What follows belongs to an exercise in optimizing a design on an open flow for small area and a short achievable clock period; a production flow would make more cautious choices. For this run, only the layout was checked, not whether the RTL still works.

$ cat flow/run.sh
#!/bin/bash
# synth_recipe.tcl (not shown) runs the flow's synth.tcl, then flattens the netlist and writes it again
# the make line also repeats each setting of config.mk as NAME=value (left out here)
make -C /OpenROAD-flow-scripts/flow DESIGN_CONFIG=/design/flow/config.mk WORK_HOME=/design/flow/orfs CLKGATE_MAP_FILE= SYNTH_SCRIPT=/design/flow/synth_recipe.tcl finish
$ cat flow/constraint.sdc
create_clock -name core_clock -period 13.5 [get_ports {clk}]
set_input_delay 2.7000 -clock core_clock [delete_from_list [all_inputs] [get_ports {clk}]]
set_output_delay 2.7000 -clock core_clock [all_outputs]
set_load 0.01 [all_outputs]
$ cat flow/design.v
module counter (
    input clk,
    input rst,
    input clk_enable,
    output phase,
    output reg [5:0] age,
    output reg [6:0] since,
    output reg [5:0] filled
);
  reg [5:0] tap_count;
  assign phase = clk_enable && (tap_count == 6'd0);
  always @(posedge clk, posedge rst) begin
    if (rst) begin
      tap_count <= 6'd0;
      since     <= 7'd127;
      filled    <= 6'd0;
    end else begin
      if (clk_enable) tap_count <= tap_count + 6'd1;
      if (phase) since <= 7'd1;
      else if (since != 7'd127) since <= since + 7'd1;
      if (phase && filled != 6'd63) filled <= filled + 6'd1;
    end
  end
  always @(posedge clk) begin
    age <= phase ? age : age - 6'd1;
  end
endmodule
module coeff_rom (
    input  [2:0] filter_sel,
    input  [4:0] tap,
    output reg signed [13:0] coeff
);
  always @(*) begin
    case ({filter_sel, tap})
      8'd0: coeff = -14'sd10;
      8'd1: coeff = -14'sd31;
      8'd2: coeff = -14'sd53;
      8'd3: coeff = -14'sd72;
      8'd4: coeff = -14'sd87;
      8'd5: coeff = -14'sd89;
      8'd6: coeff = -14'sd73;
      8'd7: coeff = -14'sd31;
      8'd8: coeff = 14'sd38;
      8'd9: coeff = 14'sd131;
      8'd10: coeff = 14'sd235;
      8'd11: coeff = 14'sd330;
      8'd12: coeff = 14'sd391;
      8'd13: coeff = 14'sd391;
      8'd14: coeff = 14'sd306;
      8'd15: coeff = 14'sd125;
      8'd16: coeff = -14'sd145;
      8'd17: coeff = -14'sd479;
      8'd18: coeff = -14'sd827;
      8'd19: coeff = -14'sd1127;
      8'd20: coeff = -14'sd1301;
      8'd21: coeff = -14'sd1275;
      8'd22: coeff = -14'sd989;
      8'd23: coeff = -14'sd405;
      8'd24: coeff = 14'sd477;
      8'd25: coeff = 14'sd1621;
      8'd26: coeff = 14'sd2949;
      8'd27: coeff = 14'sd4351;
      8'd28: coeff = 14'sd5698;
      8'd29: coeff = 14'sd6857;
      8'd30: coeff = 14'sd7707;
      8'd31: coeff = 14'sd8156;
      8'd32: coeff = -14'sd10;
      8'd33: coeff = -14'sd21;
      8'd34: coeff = -14'sd6;
      8'd35: coeff = 14'sd44;
      8'd36: coeff = 14'sd120;
      8'd37: coeff = 14'sd188;
      8'd38: coeff = 14'sd194;
      8'd39: coeff = 14'sd92;
      8'd40: coeff = -14'sd112;
      8'd41: coeff = -14'sd347;
      8'd42: coeff = -14'sd495;
      8'd43: coeff = -14'sd458;
      8'd44: coeff = -14'sd238;
      8'd45: coeff = 14'sd43;
      8'd46: coeff = 14'sd202;
      8'd47: coeff = 14'sd120;
      8'd48: coeff = -14'sd139;
      8'd49: coeff = -14'sd316;
      8'd50: coeff = -14'sd92;
      8'd51: coeff = 14'sd685;
      8'd52: coeff = 14'sd1804;
      8'd53: coeff = 14'sd2685;
      8'd54: coeff = 14'sd2627;
      8'd55: coeff = 14'sd1197;
      8'd56: coeff = -14'sd1410;
      8'd57: coeff = -14'sd4305;
      8'd58: coeff = -14'sd6208;
      8'd59: coeff = -14'sd6033;
      8'd60: coeff = -14'sd3466;
      8'd61: coeff = 14'sd760;
      8'd62: coeff = 14'sd5096;
      8'd63: coeff = 14'sd7822;
      8'd64: coeff = -14'sd9;
      8'd65: coeff = -14'sd3;
      8'd66: coeff = 14'sd46;
      8'd67: coeff = 14'sd89;
      8'd68: coeff = 14'sd40;
      8'd69: coeff = -14'sd120;
      8'd70: coeff = -14'sd249;
      8'd71: coeff = -14'sd150;
      8'd72: coeff = 14'sd182;
      8'd73: coeff = 14'sd447;
      8'd74: coeff = 14'sd315;
      8'd75: coeff = -14'sd151;
      8'd76: coeff = -14'sd483;
      8'd77: coeff = -14'sd341;
      8'd78: coeff = 14'sd31;
      8'd79: coeff = 14'sd111;
      8'd80: coeff = -14'sd128;
      8'd81: coeff = -14'sd49;
      8'd82: coeff = 14'sd723;
      8'd83: coeff = 14'sd1391;
      8'd84: coeff = 14'sd594;
      8'd85: coeff = -14'sd1712;
      8'd86: coeff = -14'sd3382;
      8'd87: coeff = -14'sd1944;
      8'd88: coeff = 14'sd2289;
      8'd89: coeff = 14'sd5542;
      8'd90: coeff = 14'sd3958;
      8'd91: coeff = -14'sd1986;
      8'd92: coeff = -14'sd7036;
      8'd93: coeff = -14'sd5995;
      8'd94: coeff = 14'sd787;
      8'd95: coeff = 14'sd7209;
      8'd96: coeff = -14'sd8;
      8'd97: coeff = 14'sd15;
      8'd98: coeff = 14'sd57;
      8'd99: coeff = -14'sd9;
      8'd100: coeff = -14'sd136;
      8'd101: coeff = -14'sd55;
      8'd102: coeff = 14'sd221;
      8'd103: coeff = 14'sd202;
      8'd104: coeff = -14'sd245;
      8'd105: coeff = -14'sd396;
      8'd106: coeff = 14'sd144;
      8'd107: coeff = 14'sd517;
      8'd108: coeff = 14'sd49;
      8'd109: coeff = -14'sd423;
      8'd110: coeff = -14'sd150;
      8'd111: coeff = 14'sd97;
      8'd112: coeff = -14'sd112;
      8'd113: coeff = 14'sd235;
      8'd114: coeff = 14'sd896;
      8'd115: coeff = -14'sd142;
      8'd116: coeff = -14'sd2035;
      8'd117: coeff = -14'sd783;
      8'd118: coeff = 14'sd2997;
      8'd119: coeff = 14'sd2617;
      8'd120: coeff = -14'sd3081;
      8'd121: coeff = -14'sd4912;
      8'd122: coeff = 14'sd1811;
      8'd123: coeff = 14'sd6808;
      8'd124: coeff = 14'sd721;
      8'd125: coeff = -14'sd7421;
      8'd126: coeff = -14'sd3787;
      8'd127: coeff = 14'sd6319;
      8'd128: coeff = -14'sd7;
      8'd129: coeff = 14'sd29;
      8'd130: coeff = 14'sd17;
      8'd131: coeff = -14'sd93;
      8'd132: coeff = 14'sd13;
      8'd133: coeff = 14'sd181;
      8'd134: coeff = -14'sd118;
      8'd135: coeff = -14'sd246;
      8'd136: coeff = 14'sd299;
      8'd137: coeff = 14'sd212;
      8'd138: coeff = -14'sd476;
      8'd139: coeff = -14'sd51;
      8'd140: coeff = 14'sd502;
      8'd141: coeff = -14'sd128;
      8'd142: coeff = -14'sd281;
      8'd143: coeff = 14'sd79;
      8'd144: coeff = -14'sd92;
      8'd145: coeff = 14'sd440;
      8'd146: coeff = 14'sd272;
      8'd147: coeff = -14'sd1447;
      8'd148: coeff = 14'sd200;
      8'd149: coeff = 14'sd2582;
      8'd150: coeff = -14'sd1602;
      8'd151: coeff = -14'sd3188;
      8'd152: coeff = 14'sd3754;
      8'd153: coeff = 14'sd2625;
      8'd154: coeff = -14'sd5970;
      8'd155: coeff = -14'sd670;
      8'd156: coeff = 14'sd7317;
      8'd157: coeff = -14'sd2251;
      8'd158: coeff = -14'sd7084;
      8'd159: coeff = 14'sd5186;
      8'd160: coeff = -14'sd5;
      8'd161: coeff = 14'sd33;
      8'd162: coeff = -14'sd38;
      8'd163: coeff = -14'sd27;
      8'd164: coeff = 14'sd130;
      8'd165: coeff = -14'sd146;
      8'd166: coeff = -14'sd25;
      8'd167: coeff = 14'sd280;
      8'd168: coeff = -14'sd341;
      8'd169: coeff = 14'sd44;
      8'd170: coeff = 14'sd384;
      8'd171: coeff = -14'sd497;
      8'd172: coeff = 14'sd147;
      8'd173: coeff = 14'sd280;
      8'd174: coeff = -14'sd317;
      8'd175: coeff = 14'sd59;
      8'd176: coeff = -14'sd69;
      8'd177: coeff = 14'sd496;
      8'd178: coeff = -14'sd594;
      8'd179: coeff = -14'sd422;
      8'd180: coeff = 14'sd1957;
      8'd181: coeff = -14'sd2086;
      8'd182: coeff = -14'sd333;
      8'd183: coeff = 14'sd3638;
      8'd184: coeff = -14'sd4283;
      8'd185: coeff = 14'sd546;
      8'd186: coeff = 14'sd4822;
      8'd187: coeff = -14'sd6546;
      8'd188: coeff = 14'sd2134;
      8'd189: coeff = 14'sd4920;
      8'd190: coeff = -14'sd7994;
      8'd191: coeff = 14'sd3853;
      8'd192: coeff = -14'sd3;
      8'd193: coeff = 14'sd25;
      8'd194: coeff = -14'sd59;
      8'd195: coeff = 14'sd82;
      8'd196: coeff = -14'sd64;
      8'd197: coeff = -14'sd19;
      8'd198: coeff = 14'sd159;
      8'd199: coeff = -14'sd304;
      8'd200: coeff = 14'sd370;
      8'd201: coeff = -14'sd285;
      8'd202: coeff = 14'sd49;
      8'd203: coeff = 14'sd245;
      8'd204: coeff = -14'sd445;
      8'd205: coeff = 14'sd440;
      8'd206: coeff = -14'sd246;
      8'd207: coeff = 14'sd36;
      8'd208: coeff = -14'sd42;
      8'd209: coeff = 14'sd386;
      8'd210: coeff = -14'sd931;
      8'd211: coeff = 14'sd1282;
      8'd212: coeff = -14'sd964;
      8'd213: coeff = -14'sd264;
      8'd214: coeff = 14'sd2156;
      8'd215: coeff = -14'sd3947;
      8'd216: coeff = 14'sd4647;
      8'd217: coeff = -14'sd3533;
      8'd218: coeff = 14'sd611;
      8'd219: coeff = 14'sd3225;
      8'd220: coeff = -14'sd6484;
      8'd221: coeff = 14'sd7718;
      8'd222: coeff = -14'sd6209;
      8'd223: coeff = 14'sd2373;
      8'd224: coeff = 14'sd10;
      8'd225: coeff = -14'sd31;
      8'd226: coeff = 14'sd52;
      8'd227: coeff = -14'sd72;
      8'd228: coeff = 14'sd86;
      8'd229: coeff = -14'sd89;
      8'd230: coeff = 14'sd73;
      8'd231: coeff = -14'sd31;
      8'd232: coeff = -14'sd38;
      8'd233: coeff = 14'sd130;
      8'd234: coeff = -14'sd234;
      8'd235: coeff = 14'sd329;
      8'd236: coeff = -14'sd390;
      8'd237: coeff = 14'sd389;
      8'd238: coeff = -14'sd305;
      8'd239: coeff = 14'sd125;
      8'd240: coeff = 14'sd145;
      8'd241: coeff = -14'sd477;
      8'd242: coeff = 14'sd825;
      8'd243: coeff = -14'sd1124;
      8'd244: coeff = 14'sd1297;
      8'd245: coeff = -14'sd1272;
      8'd246: coeff = 14'sd986;
      8'd247: coeff = -14'sd404;
      8'd248: coeff = -14'sd476;
      8'd249: coeff = 14'sd1617;
      8'd250: coeff = -14'sd2941;
      8'd251: coeff = 14'sd4340;
      8'd252: coeff = -14'sd5684;
      8'd253: coeff = 14'sd6839;
      8'd254: coeff = -14'sd7687;
      8'd255: coeff = 14'sd8135;
      default: coeff = 14'sd0;
    endcase
  end
endmodule
module coeffs (
    input clk,
    input [2:0] filter_sel,
    input [5:0] age,
    input [6:0] since,
    input [5:0] filled,
    output reg signed [13:0] coeff_q,
    output reg negate_q
);
  wire signed [13:0] rom_coeff;
  coeff_rom u_coeff_rom (
      .filter_sel(filter_sel),
      .tap(age[5] ? ~age[4:0] : age[4:0]),
      .coeff(rom_coeff)
  );
  wire use_slot = (age <= filled) && (filled != 6'd0) && (since <= 7'd64);
  always @(posedge clk) begin
    coeff_q  <= use_slot ? rom_coeff : 14'sd0;
    negate_q <= (filter_sel == 3'd7) && age[5];
  end
endmodule
module delay_pipeline (
    input clk,
    input phase,
    input [5:0] age,
    input signed [15:0] filter_in,
    output signed [15:0] sample_q
);
  reg signed [15:0] newest;
  reg signed [15:0] ring[0:63];
  integer i;
  wire signed [15:0] sample = (age[5:1] == 5'd0) ? newest : ring[0];
  assign sample_q = ring[63];
  always @(posedge clk) begin
    if (phase) newest <= filter_in;
    for (i = 0; i < 63; i = i + 1) ring[i] <= ring[i+1];
    ring[63] <= sample;
  end
endmodule
module compute (
    input clk,
    input rst,
    input phase,
    input [6:0] since,
    input [5:0] filled,
    input signed [15:0] sample_q,
    input signed [13:0] coeff_q,
    input negate_q,
    output reg signed [15:0] filter_out
);
  localparam W = 34;
  function automatic [2*W-1:0] csa(input [W-1:0] a, input [W-1:0] b, input [W-1:0] c);
    csa = {(a & b | a & c | b & c) << 1, a ^ b ^ c};
  endfunction
  wire [15:0] cx = {coeff_q[13], coeff_q, 1'b0};
  reg [W-1:0] rows[0:6];
  reg [W-1:0] negs;
  integer j;
  reg neg, one, two;
  reg [16:0] y;
  reg [17:0] r;
  always @(*) begin
    negs = {W{1'b0}};
    for (j = 0; j < 7; j = j + 1) begin
      neg = cx[2*j+2] ^ negate_q;
      one = cx[2*j+1] ^ cx[2*j];
      two = (cx[2*j+2] & ~cx[2*j+1] & ~cx[2*j]) | (~cx[2*j+2] & cx[2*j+1] & cx[2*j]);
      y = one ? {sample_q[15], sample_q} : two ? {sample_q, 1'b0} : 17'd0;
      r = {y[16], y} ^ {18{neg}};
      rows[j] = {{(W - 18) {1'b0}}, ~r[17], r[16:0]} << (2 * j);
      negs[2*j] = neg;
    end
  end
  localparam [W-1:0] CONST = -((34'd1 << 17) + (34'd1 << 19) + (34'd1 << 21) + (34'd1 << 23) +
                               (34'd1 << 25) + (34'd1 << 27) + (34'd1 << 29));
  reg [W-1:0] acc;
  reg signed [15:0] result;
  wire first = (since == 7'd2);
  wire [W-1:0] acc_in = first ? {W{1'b0}} : acc;
  wire [W-1:0] s1, c1, s2, c2, s3, c3, s4, c4, s5, c5, s6, c6, s7, c7;
  assign {c1, s1} = csa(rows[0], rows[1], rows[2]);
  assign {c2, s2} = csa(rows[3], rows[4], rows[5]);
  assign {c3, s3} = csa(rows[6], negs | CONST, acc_in);
  assign {c4, s4} = csa(s1, c1, s2);
  assign {c5, s5} = csa(c2, s3, c3);
  assign {c6, s6} = csa(s4, c4, s5);
  assign {c7, s7} = csa(s6, c6, c5);
  wire sat_pos = ~acc[33] & acc[32];
  wire sat_neg = acc[33] & ~acc[32];
  wire [15:0] acc_sat = sat_pos ? 16'h7fff : sat_neg ? 16'h8000 : acc[31:16];
  always @(posedge clk) begin
    acc <= s7 + c7;
  end
  always @(posedge clk, posedge rst) begin
    if (rst) begin
      result <= 16'sd0;
      filter_out <= 16'sd0;
    end else begin
      if (first) result <= (filled[5:1] != 5'd0) ? acc_sat : 16'd0;
      if (phase) filter_out <= result;
    end
  end
endmodule
module fir_filter (
    input clk,
    input rst,
    input clk_enable,
    input [2:0] filter_sel,
    input  signed [15:0] filter_in,
    output signed [15:0] filter_out
);
  wire phase;
  wire [5:0] age;
  wire [6:0] since;
  wire [5:0] filled;
  wire signed [15:0] sample_q;
  wire negate_q;
  wire signed [13:0] coeff_q;
  counter u_counter (
      .clk(clk),
      .rst(rst),
      .clk_enable(clk_enable),
      .phase(phase),
      .age(age),
      .since(since),
      .filled(filled)
  );
  delay_pipeline u_delay_pipeline (
      .clk(clk),
      .phase(phase),
      .age(age),
      .filter_in(filter_in),
      .sample_q(sample_q)
  );
  coeffs u_coeffs (
      .clk(clk),
      .filter_sel(filter_sel),
      .age(age),
      .since(since),
      .filled(filled),
      .coeff_q(coeff_q),
      .negate_q(negate_q)
  );
  compute u_compute (
      .clk(clk),
      .rst(rst),
      .phase(phase),
      .since(since),
      .filled(filled),
      .sample_q(sample_q),
      .coeff_q(coeff_q),
      .negate_q(negate_q),
      .filter_out(filter_out)
  );
endmodule
$ cat flow/config.mk
export PLATFORM = sky130hd
export DESIGN_NAME = fir_filter
export DESIGN_NICKNAME = fir_filter
export VERILOG_FILES = /design/flow/design.v
export SDC_FILE = /design/flow/constraint.sdc
export NUM_CORES = 4
export LEC_CHECK = 0
export ABC_AREA = 1
export CAP_MARGIN = 20
export CORE_MARGIN = 2
export CORE_UTILIZATION = 40
export SETUP_SLACK_MARGIN = 0.2
export SLEW_MARGIN = 20
export SYNTH_MEMORY_MAX_BITS = 65536
==> metrics.cfg <==
[status]
status = timing/DRC/antenna clean

[clock_tree]
cts_buffer_depth = 3
numCtsBuffers = 103
clkSinkCount = 1146
cts_tree = yes
cts_resized = 0
root_buffer = clkbuf_16
clock_latency_ns = 0.68
post-cts-setup-buffers = 0
ctsHoldBuffers = 0
cts.clk_slew.worst_paths_ns = 0.06
h-tree-depth = 3

[logic_synthesis]
synth.avg_cell_area_um2 = 10.8
synthArstFlopShare = 0.0445
ys_seq_area_frac = 0.632
ys_warn_count = 7
synth_top_cell_area_share = 0.579
synth_area_um2 = 37100
synth-edff-count = 22
syn-instance-count = 3434
synth_common_cells = dfxtp_1 (1073), nand2_1 (609), inv_1 (349)
syn_nets = 3682
synth.area.top_cells = dfxtp_1 (58%), nand2_1 (6.2%), fa_1 (5.5%)
yosysMostFrequentCell = dfxtp_1
ys.flop_type = dfxtp_1
ys_seq_elements = 1146
post_synth_num_cell_types = 50
synth_area_leader_cell = dfxtp_1

[sta]
rsz0062_at_grt = false
skew_ns = 0.0662
final_max_slew_viol_count = 0
tns_ns = 0
period_needed_ns = 5.63
worst_slew_pin_slew_ns = 1.02
fmax_mhz = 178
period_share = 0.417
timing_hold_violations_final = 0
slew_headroom = 0.319
setup-violations-final = 0

[final_layout]
nets = 3734
post_layout_nonfiller_instances = 4810
areaGrowthSynthToFinish_pct = 13.5
seqCellArea_um2 = 23400
drive_gt1_frac = 0.0704
n_fill_cell = 8537
antenna_cells = 0
multi_input_area_um2 = 11700

[route]
routed_wirelength_um = 87200
routed_via_density = 4.78
dr_total_vias = 23000
first_pass_iters = 7
drt_iter0_markers = 1797
drc = 0
avgRoutedWirePerCell_um = 18.1
ant_nets = 0

[grt]
gr-usage-met2 = 0.280
grt.met3_usage = 0.0353
antenna_found_initial = 1
overflow = 0
grtUsageMet1 = 0.253
grt_pass1_vias = 23100
grt_max_degree = 84
grt.busiest_layer = met2
gr-usage-all-layers = 0.185
grt_pass1_wl_um = 135000

[worst_setup_path]
criticalPathCategory = register to register
cp_num_buf_inv = 6
cp_top_family = adder cells
path_cells = xor2_1 > nor2_1 > inv_1 > o22ai_1 > xor2_1 > fa_1 > inv_1 > fa_1 > inv_1 > fa_1 > inv_1 > fa_1 > inv_1 > ha_1 > nand2_1 > inv_1 > a21oi_1 > nand2_1 > a21oi_1 > o21ai_0 > nand3b_1 > nand2_1 > nand2_1 > nand2_1
worstSetupStartpointType = register
crit_path_max_incr_delay_ns = 0.54
path_common_cell = inv_1
required_ns = 14.05
cp_max_fo = 15
end_kind = register
slowest_stage = fa_1
worst-endpoint-arrival_ns = 6.18

[floorplan]
io_pins = 38
core-area_um2 = 91800
dieArea_um2 = 95100
die_h_um = 308
rows = 111
floorplan.initialDensity = 0.404
die_w_um = 308

[placed_design]
hpwl_um = 59600
io_buffers = 37
place_congestion = 1.01
placed_cells = 4624

[worst_hold_path]
min_path_type = register to register

[flow_run]
cap_violations = 0

registers in the layout (all words and copies together), names as in the netlist:
name and cells:
u_delay_pipeline.ring 1024, u_counter.tap_count 6, u_counter.age 6, u_compute.filter_out 16, u_compute.acc 34, u_counter.filled 6, u_compute.result 16, u_coeffs.negate_q 1
u_counter.since 7, u_coeffs.coeff_q 14, u_delay_pipeline.newest 16
cells by family (layout without fill, tap and decap cells):
group | Yosys count | after routing | synth area share
xor gates and xnor gates | 176 | 176 | 0.0418
buffers and inverters | 473 | 606 | 0.0525
and+or+nand+nor | 1038 | 1038 | 0.118
muxes | 17 | 17 | 0.00513
adders and majority gates | 226 | 226 | 0.0969
AOI/OAI and AO/OA | 358 | 358 | 0.0538
DFF | 1146 | 1146 | 0.632
cell usage in the layout (no fill, tap or decap), types with 10 or more instances in the layout:
cell	synthesis	final
edfxtp_1	22	22
ha_1	124	124
nand3_1	231	231
nor3_1	10	10
nand2_2	19	20
clkdlybuf4s50_1	0	36
nand2_1	609	608
o21ai_0	112	112
xnor2_1	19	19
nand4_1	15	15
clkbuf_16	0	104
xor2_1	156	154
o21ai_1	14	14
inv_1	349	348
fa_1	102	102
o22ai_1	107	107
dfxtp_1	1073	1073
clkbuf_1	48	27
dfrtp_1	44	44
clkinv_2	0	14
a21oi_1	96	96
inv_2	10	11
buf_4	16	21
clkbuf_8	0	16
nor2_1	135	133
mux2_2	16	16
layout make-up:
cell class,count,share of cell area
well taps,1243,0.0369
clock inverters,39,0.0138
multi-input cells,1815,0.279
inverters,362,0.0323
clock buffers,147,0.0695
repair buffers,58,0.0124
flip-flops and latches,1146,0.556
path summary, 6_finish.rpt:
path / start / to / slack, ns / cells after the start
hold reg to reg: u_delay_pipeline.ring[49][8] / u_delay_pipeline.ring[48][8] / 0.27 / 0
max in group asynchronous: rst / u_compute.result[5] / 10.42 / 3
setup reg to reg: u_coeffs.coeff_q[3] / u_compute.acc[33] / 7.87 / 24
min in group asynchronous: rst / u_counter.tap_count[3] / 2.57 / 3
setup / recovery: u_coeffs.coeff_q[3] / u_compute.acc[33] / 7.87 / 24
hold / removal: u_delay_pipeline.ring[49][8] / u_delay_pipeline.ring[48][8] / 0.27 / 0
layer usage:
layer | wire length [µm] | vias to the layer above
met5 | 0 | -
met3 | 5550 | 251
met1 | 40100 | 10900
met4 | 4450 | 0
li1 | - | 11000
met2 | 37100 | 851
through the flow:
step | setup slack (ns) | instance area, µm² | util | hold WS [ns]
final | 7.87 | 42100 | 0.459 | 0.267
after global routing | 7.44 | 42100 | 0.459 | 0.266
after CTS | 7.93 | 42100 | 0.459 | 0.258
after detailed placement | 7.93 | 38600 | 0.420 | 0.312
after global placement | 7.91 | 38600 | 0.420 | 0.310
after floorplan | 8.64 | 37100 | - | 0.310

[separate check: timing with driven ports]
The flow's constraints put no driver on any port. The routed layout listed below was extracted and timed again, unchanged, in two steps.
Step 1: set_driving_cell puts a clkbuf_16 on clk and a buf_2 on each other input, an assumption about the parent block.
Step 2, shift: input delay + t, output delay - t, t = (earliest + latest rising clock arrival at the registers) / 2. This alone moves slack from input paths to output paths.
Slacks: ideal / step 1 / step 2; pairs: ideal / step 1.
t (ns): 0.712
setup WS [ns]: 7.870 / 7.870 / 7.870
worst setup path at the end: register to register
clock arrival spread, ns: 0.074 / 0.074
cell pins on the clock port's net: 1
After both steps this run still meets setup and hold. For this run, drivers alone change the setup slack by 0.000 ns; drivers and shift together by 0.000 ns.
